Source: an optimization exercise on an open RTL-to-GDS flow (aim: small area). Production flows keep margins and buffers that such runs may drop. RTL that was checked went through simulation tests only; none was proved equivalent to the original. No activity file was given, so power comes from the tool's default toggle rates.

== v38 ==
## MotionDetection
module MotionDetection(clk, ena, rst, din1, din2, dout, state, count,
                       sr_we, sr_addr, sr_wdata, sr_rdata,
                       cr_we, cr_addr, cr_wdata, cr_rdata);
Size in the first run: about 3500 cells after synthesis, about 210 flip-flops, roughly 33000 sq um of cells after synthesis.
export LEC_CHECK = 0
export ABC_AREA = 1
export CAP_MARGIN = 20
export CORE_AREA = 5 5 435 435
export DIE_AREA = 0 0 440 440
export PLACE_DENSITY = 0.92
export SLEW_MARGIN = 20
create_clock -name core_clock -period 10.0 [get_ports {clk}]
standard.sh (not shown) runs the stock make flow with config.mk's settings and CLKGATE_MAP_FILE= SYNTH_SCRIPT=/design/flow/synth_recipe.tcl, a recipe that flattens the netlist after the stock synthesis.
==> flow/flow/run.sh <==
#!/bin/bash
# Standard layout (the standard.sh) with two changes:
#  - the port buffers that ORFS's buffer_ports inserts on every input and output
#    are sky130_fd_sc_hd__buf_1;
#  - synthesis maps the logic with flow/abc_area.script (an area-oriented ABC
#    script) instead of ORFS's abc_area.script. Everything else, registers
#    included, is the standard synthesis.
set -euo pipefail
here=$(pwd)
mkdir -p scripts
for f in "$FLOW_HOME"/scripts/*; do ln -sf "$f" scripts/; done
rm -f scripts/abc_area.script
cp flow/abc_area.script scripts/abc_area.script
bash standard.sh SCRIPTS_DIR="$here/scripts" \
  BUFFER_PORTS_ARGS="-buffer_cell sky130_fd_sc_hd__buf_1" finish > orfs_make.log 2>&1
==> flow/flow/abc_area.script <==
strash
&get -n
&st
&dch
&nf
&put
topo
stime -c
upsize -c
dnsize -c
Per the final summary, v38 finished and its layout is clean on timing, DRC and antenna.
### v38 -> v19
Settings: an added CTS_CLUSTER_DIAMETER of 150; an added CTS_CLUSTER_SIZE of 22.
==> flow/flow/run.sh <==
#!/bin/bash
# Standard layout (the standard.sh) with three changes:
#  - the port buffers that ORFS's buffer_ports inserts on every input and output
#    are sky130_fd_sc_hd__buf_1;
#  - yosys synth runs with -noabc (SYNTH_ARGS), so the explicit full-adder
#    structure of the RTL reaches extract_fa as written;
#  - the final ABC mapping uses flow/abc_area.script (an area-oriented script)
#    instead of ORFS's abc_area.script.
# Everything else, registers included, is the standard synthesis and layout.
set -euo pipefail
here=$(pwd)
mkdir -p scripts
for f in "$FLOW_HOME"/scripts/*; do ln -sf "$f" scripts/; done
rm -f scripts/abc_area.script
cp flow/abc_area.script scripts/abc_area.script
bash standard.sh SCRIPTS_DIR="$here/scripts" SYNTH_ARGS=-noabc \
  BUFFER_PORTS_ARGS="-buffer_cell sky130_fd_sc_hd__buf_1" finish > orfs_make.log 2>&1
-- flow/flow/abc_area.script --
<<< v38, line 3
&st
&dch
>>> v19, line 3
&st
&syn2
&dch
==> comparison <==
v19: no failed stages, no open violations at the end. Between v38 and v19, the flow reports total vias in the final route decreasing by a few percent. Changes observed in v19 relative to v38: area growth from synthesis to final layout -0.19 points; critical path depth moved up; overall power down 0.89 mW.


wip/indigo:
MotionDetection again, from the RTL that the note above started with.
Settings: LEC_CHECK=0, ABC_AREA=1, CAP_MARGIN=20, CORE_AREA=5 5 435 435, CTS_CLUSTER_DIAMETER=150, CTS_CLUSTER_SIZE=22, DIE_AREA=0 0 440 440, PLACE_DENSITY=0.92, SLEW_MARGIN=20; clock period 10.0 ns.
==> flow/flow/run.sh <==
#!/bin/bash
# Standard layout (the standard.sh) with two changes:
#  - the port buffers that ORFS's buffer_ports inserts on every input and output
#    are sky130_fd_sc_hd__buf_1;
#  - synthesis maps the logic with flow/abc_area.script (an area-oriented ABC
#    script) instead of ORFS's abc_area.script. Everything else, registers
#    included, is the standard synthesis.
set -euo pipefail
here=$(pwd)
mkdir -p scripts
for f in "$FLOW_HOME"/scripts/*; do ln -sf "$f" scripts/; done
rm -f scripts/abc_area.script
cp flow/abc_area.script scripts/abc_area.script
bash standard.sh SCRIPTS_DIR="$here/scripts" \
  BUFFER_PORTS_ARGS="-buffer_cell sky130_fd_sc_hd__buf_1" finish > orfs_make.log 2>&1
==> flow/flow/abc_area.script <==
strash
&get -n
&st
&syn2
&dch
&nf
&put
topo
stime -c
upsize -c
dnsize -c
wip/indigo completed; timing, DRC and antenna clean
Setup changes, wip/indigo to wip/quartz
--- a/flow/flow/run.sh
+++ b/flow/flow/run.sh
@@ -2 +2 @@
-# Standard layout (the standard.sh) with two changes:
+# Standard layout (the standard.sh) with three changes:
@@ -5,3 +5,5 @@
-#  - synthesis maps the logic with flow/abc_area.script (an area-oriented ABC
-#    script) instead of ORFS's abc_area.script. Everything else, registers
-#    included, is the standard synthesis.
+#  - yosys synth runs with -noabc (SYNTH_ARGS), so the explicit full-adder
+#    structure of the RTL reaches extract_fa as written;
+#  - the final ABC mapping uses flow/abc_area.script (an area-oriented script)
+#    instead of ORFS's abc_area.script.
+# Everything else, registers included, is the standard synthesis and layout.
@@ -14 +16 @@
-bash standard.sh SCRIPTS_DIR="$here/scripts" \
+bash standard.sh SCRIPTS_DIR="$here/scripts" SYNTH_ARGS=-noabc \
--- a/flow/config.mk
+++ b/flow/config.mk
@@ -10 +10 @@
-export CORE_AREA = 5 5 435 435
+export CORE_AREA = 4 4 428 428
@@ -13,2 +13,2 @@
-export DIE_AREA = 0 0 440 440
-export PLACE_DENSITY = 0.92
+export DIE_AREA = 0 0 432 432
+export PLACE_DENSITY = 0.95
[summary]
In the metrics for wip/quartz and wip/indigo, the one carrying the higher final cell count is wip/indigo.
Critical path depth (higher): wip/quartz
Areal power density over the cells went down by a few percent going from wip/indigo to wip/quartz.
sr_addr[19] as the endpoint of the most critical setup path was reported by wip/quartz, and pc0[5]$_DFF_P_ by wip/indigo.
Leakage component of the power: wip/quartz vs wip/indigo down 0.64 nW
Against wip/indigo, wip/quartz comes in 1.3% lower on row count.
The cell area of wip/quartz falls short of that of wip/indigo by 1300 sq um.
On wip/quartz: core occupancy in the finished layout is 0.18 points lower than what wip/indigo gave.
#### Input delta (wip/tundra over wip/quartz)
==> flow/flow/run.sh <==
#!/bin/bash
# Standard layout (the standard.sh) with two changes:
#  - the port buffers that ORFS's buffer_ports inserts on every input and output
#    are sky130_fd_sc_hd__buf_1;
#  - synthesis maps the logic with flow/abc_area.script (an area-oriented ABC
#    script) instead of ORFS's abc_area.script. Everything else, registers
#    included, is the standard synthesis.
set -euo pipefail
here=$(pwd)
mkdir -p scripts
for f in "$FLOW_HOME"/scripts/*; do ln -sf "$f" scripts/; done
rm -f scripts/abc_area.script
cp flow/abc_area.script scripts/abc_area.script
bash standard.sh SCRIPTS_DIR="$here/scripts" \
  BUFFER_PORTS_ARGS="-buffer_cell sky130_fd_sc_hd__buf_1" finish > orfs_make.log 2>&1
--- a/flow/flow/abc_area.script
+++ b/flow/flow/abc_area.script
@@ -4 +3,0 @@
-&syn2
--- a/flow/config.mk
+++ b/flow/config.mk
@@ -10,5 +10,3 @@
-export CORE_AREA = 4 4 428 428
-export CTS_CLUSTER_DIAMETER = 150
-export CTS_CLUSTER_SIZE = 22
-export DIE_AREA = 0 0 432 432
-export PLACE_DENSITY = 0.95
+export CORE_AREA = 10 10 440 440
+export DIE_AREA = 0 0 450 450
+export PLACE_DENSITY = 0.85
==> results.txt <==
- wip/tundra — combinational power 12% higher, wip/quartz as reference
- wip/tundra ends up with a area after synthesis that is 3.1% higher than in wip/quartz.
- Post-route non-filler standard cell count: wip/tundra vs wip/quartz up 312
- [wip/tundra vs wip/quartz] floorplan row count: higher in wip/tundra
- Design area is higher on wip/tundra
- The first-pass GRT wire length in wip/tundra sits about 18% above the value recorded for wip/quartz.
- Compared with wip/quartz, wip/tundra shows a higher clock power share.
- | critical path data required time | wip/tundra vs wip/quartz | 2410 ps higher |
- In the tables for wip/tundra and wip/quartz, power reads lower with wip/quartz.
The following lists how wip/sierra was set up differently from wip/tundra:
--- a/flow/config.mk
+++ b/flow/config.mk
@@ -10,0 +11,2 @@
+export CTS_BUF_LIST = sky130_fd_sc_hd__clkbuf_8 sky130_fd_sc_hd__clkbuf_16
+export CTS_CLUSTER_SIZE = 40
[summary]
wip/sierra has completed all stages; timing, DRC and antenna checks passed.
Compared wip/sierra against wip/tundra; leakage power total within noise.
From wip/tundra to wip/sierra the numbers moved as follows: worst hold slack essentially unchanged, net switching fraction of the power neither gained nor lost much.
Worst slew margin relative to its limit essentially unchanged between wip/sierra and wip/tundra.
Compared with wip/tundra, in wip/sierra worst setup slack flat, final cycle utilization of the critical path has remained practically unchanged, count of placed standard cells including taps barely changed.
Edits applied to the flow inputs when going from wip/sierra to wip/amber:
--- a/flow/config.mk
+++ b/flow/config.mk
@@ -11,2 +11 @@
-export CTS_BUF_LIST = sky130_fd_sc_hd__clkbuf_8 sky130_fd_sc_hd__clkbuf_16
-export CTS_CLUSTER_SIZE = 40
+export CTS_BUF_LIST = sky130_fd_sc_hd__clkbuf_4 sky130_fd_sc_hd__clkbuf_8
Results
Worst hold slack of wip/amber is on par with wip/sierra.
Relative to wip/sierra, power density normalized to cell area decreased by 1.5% in wip/amber.
Deepest level of the CTS H-tree sits higher in wip/amber than in wip/sierra.
pc1[7]$_DFF_P_ as the termination of the worst setup path was reported by wip/sierra, and ps1[8]$_DFF_P_ by wip/amber.
Between wip/sierra and wip/amber, the amount of wire on met2 after detailed routing does not differ in any meaningful way.
~same post-layout instance area in wip/sierra and wip/amber
wip/amber: worst setup slack higher than wip/sierra
Count of unique library cells instantiated by Yosys across wip/sierra and wip/amber: no real change.
[inputs] wip/onyx vs wip/amber
--- a/flow/flow/run.sh
+++ b/flow/flow/run.sh
@@ -2 +2 @@
-# Standard layout (the standard.sh) with two changes:
+# Standard layout (the standard.sh) with three changes:
@@ -5,3 +5,5 @@
-#  - synthesis maps the logic with flow/abc_area.script (an area-oriented ABC
-#    script) instead of ORFS's abc_area.script. Everything else, registers
-#    included, is the standard synthesis.
+#  - yosys synth runs with -noabc (SYNTH_ARGS), so the explicit full-adder
+#    structure of the RTL reaches extract_fa as written;
+#  - the final ABC mapping uses flow/abc_area.script (an area-oriented script)
+#    instead of ORFS's abc_area.script.
+# Everything else, registers included, is the standard synthesis and layout.
@@ -14 +16 @@
-bash standard.sh SCRIPTS_DIR="$here/scripts" \
+bash standard.sh SCRIPTS_DIR="$here/scripts" SYNTH_ARGS=-noabc \
--- a/flow/flow/abc_area.script
+++ b/flow/flow/abc_area.script
@@ -3,0 +4 @@
+&syn2
--- a/flow/config.mk
+++ b/flow/config.mk
@@ -9,6 +9,7 @@
-export CAP_MARGIN = 20
-export CORE_AREA = 10 10 440 440
-export CTS_BUF_LIST = sky130_fd_sc_hd__clkbuf_4 sky130_fd_sc_hd__clkbuf_8
-export DIE_AREA = 0 0 450 450
-export PLACE_DENSITY = 0.85
-export SLEW_MARGIN = 20
+export CAP_MARGIN = 5
+export CORE_AREA = 5 5 435 435
+export CTS_CLUSTER_DIAMETER = 150
+export CTS_CLUSTER_SIZE = 22
+export DIE_AREA = 0 0 440 440
+export PLACE_DENSITY = 0.92
+export SLEW_MARGIN = 5
Taking wip/amber as the reference, in wip/onyx core utilization decreased 0.71 points, share of power burned in combinational logic fell by 0.3 points, largest driver fanout on the critical path fell 5, wire length now sits lower. wip/onyx ends up with higher part of the cycle the worst path needs than wip/amber does.


Setup of run 1:
MotionDetection, a different RTL version from the one above (not shown whole).
Size in the first run: roughly 190 flip-flops, about 1300 I/O pins, roughly 35000 um^2 of cells after synthesis.
Settings: LEC_CHECK=0, ABC_AREA=1, CAP_MARGIN=20, CORE_AREA=10 10 440 440, DIE_AREA=0 0 450 450, SLEW_MARGIN=20; clock period 10.0 ns.
==> flow/flow/run.sh <==
#!/bin/bash
# Standard layout (the standard.sh), with the port buffers that ORFS's
# buffer_ports inserts on every input and output made sky130_fd_sc_hd__buf_1.
set -euo pipefail
bash standard.sh BUFFER_PORTS_ARGS="-buffer_cell sky130_fd_sc_hd__buf_1" finish > orfs_make.log 2>&1
The final layout from run 1, which completed every stage, passed the timing, design-rule and antenna checks at the end of the flow.
The inputs of run 2 differ from those of run 1 as listed below.
# run 1
export LEC_CHECK = 0
export ABC_AREA = 1
export CAP_MARGIN = 20
export CORE_AREA = 10 10 440 440
export DIE_AREA = 0 0 450 450
export SLEW_MARGIN = 20
create_clock -name core_clock -period 10.0 [get_ports {clk}]
# run 2
export LEC_CHECK = 0
export ABC_AREA = 1
export CAP_MARGIN = 20
export CORE_AREA = 10 10 440 440
export DIE_AREA = 0 0 450 450
export PLACE_DENSITY = 0.85
export SLEW_MARGIN = 20
create_clock -name core_clock -period 10.0 [get_ports {clk}]
==> results.txt <==
Area after detailed placement was lower in run 2 than in run 1.
Comparing run 2 with run 1, the sequential share of layout area came out essentially unchanged.
Static leakage ends up lower on run 2.
Run 2 gives less global-route usage than run 1 did.
| synthesized instance count | run 2 vs run 1 | ≈ equal |
Reported for run 2 and run 1, total of max-cap violations turned out identical to the last digit.
Signed area change from the synthesized netlist to the final layout, run 2 and run 1, lower one = run 2.
What run 3 does differently from run 2 at the input level:
==> flow/flow/run.sh <==
#!/bin/bash
# Standard layout (the standard.sh) with two changes:
#  - the port buffers that ORFS's buffer_ports inserts on every input and output
#    are sky130_fd_sc_hd__buf_1;
#  - synthesis maps the logic with flow/abc_area.script (an area-oriented ABC
#    script) instead of ORFS's abc_area.script. Everything else, registers
#    included, is the standard synthesis.
set -euo pipefail
here=$(pwd)
mkdir -p scripts
for f in "$FLOW_HOME"/scripts/*; do ln -sf "$f" scripts/; done
rm -f scripts/abc_area.script
cp flow/abc_area.script scripts/abc_area.script
bash standard.sh SCRIPTS_DIR="$here/scripts" \
  BUFFER_PORTS_ARGS="-buffer_cell sky130_fd_sc_hd__buf_1" finish > orfs_make.log 2>&1
==> flow/flow/abc_area.script (new file) <==
strash
&get -n
&st
&dch
&nf
&put
topo
stime -c
upsize -c
dnsize -c
==> comparison <==
- Final weighted congestion in routability-driven placement (lower): run 2
- [compare] base=run 2 new=run 3: post-synthesis cell count went down by about 28%, number of buffers inserted for hold repair after clock tree synthesis essentially unchanged, share of cells above drive strength 1 moved up.
- A startpoint of the worst setup timing path of count[2] is what run 3 shows, while cr_rdata[49] belongs to run 2.


MotionDetection, a different RTL version from the one above (not shown whole).
For scale: ~4400 cells after synthesis, about 1300 I/O pins.
Settings: LEC_CHECK=0, ABC_AREA=1, CAP_MARGIN=20, CORE_AREA=10 10 440 440, DIE_AREA=0 0 450 450, SLEW_MARGIN=20; clock period 10.0 ns.
==> flow/flow/run.sh <==
#!/bin/bash
# Standard layout (the standard.sh) with two changes:
#  - the port buffers that ORFS's buffer_ports inserts on every input and output
#    are sky130_fd_sc_hd__buf_1;
#  - synthesis maps the logic with flow/abc_area.script (an area-oriented ABC
#    script) instead of ORFS's abc_area.script. Everything else, registers
#    included, is the standard synthesis.
set -euo pipefail
here=$(pwd)
mkdir -p scripts
for f in "$FLOW_HOME"/scripts/*; do ln -sf "$f" scripts/; done
rm -f scripts/abc_area.script
cp flow/abc_area.script scripts/abc_area.script
bash standard.sh SCRIPTS_DIR="$here/scripts" \
  BUFFER_PORTS_ARGS="-buffer_cell sky130_fd_sc_hd__buf_1" finish > orfs_make.log 2>&1
==> flow/flow/abc_area.script <==
strash
dch -f
map -a
mfs2
strash
dch -f
map -a
topo
stime -c
Next try:
==> flow/flow/abc_area.script (replaced) <==
strash
&get -n
&st
&dch
&nf
&put
topo
stime -c
upsize -c
dnsize -c
- PLACE_DENSITY: not set -> 0.85
Result: The changed run went through all stages and came out clean; routed wire length drops by roughly a tenth; total power decreases by roughly a tenth; global-route usage came out lower by 2.1 points; count of clock-buffer cells in the layout climbs by 2; register-to-register slack got worse by 0.24 ns; worst hold slack is worse by 0.013 ns; maximum frequency is lower by a few percent; sequential share of layout area rises by 0.27 points.
No run of this note included a check of the RTL's function; only the layout flow was run.

afterwards: timing with drivers on the ports:
Ports are ideal in the flow. The routed layouts listed here were re-timed in OpenROAD.
Step 1 assumes that a clkbuf_16 drives the clock port and a buf_2 every other input.
Step 2 adds t to the input delays and takes it off the output delays; t is the mean of the earliest and latest rising clock arrival at the registers after step 1. Input paths then give back, and output paths get back, about the clock's delay inside the block.
Three values: ideal ports, drivers, drivers and shift; two values: the first two.
run	shift t [ns]	setup slack, ns	worst data-port slew with drivers (ns)
v38	0.597	0.985 / 0.985 / 0.512	0.27
v19	0.542	0.811 / 0.757 / 0.656	0.22
wip/indigo	0.573	0.679 / 0.679 / 0.483	0.23
wip/quartz	0.544	0.785 / 0.717 / 0.745	0.30
wip/tundra	0.589	0.875 / 0.875 / 0.378	0.20
wip/sierra	0.589	0.872 / 0.872 / 0.370	0.20
wip/amber	0.619	0.889 / 0.889 / 0.334	0.20
wip/onyx	0.551	0.815 / 0.758 / 0.687	0.20
run 1	0.528	0.980 / 1.018 / 0.490	0.22
run 2	0.506	0.792 / 0.829 / 0.323	0.32
run 3	0.576	0.572 / 0.583 / 0.007	0.38
the first run of note 4	0.526	0.452 / 0.452 / 0.233	0.13
the second run of note 4	0.495	0.208 / 0.208 / 0.021	0.32
After both steps setup and hold are still met in every run listed. For run 3, which loses most, drivers alone change the setup slack by +0.011 ns; drivers and shift together by -0.565 ns.
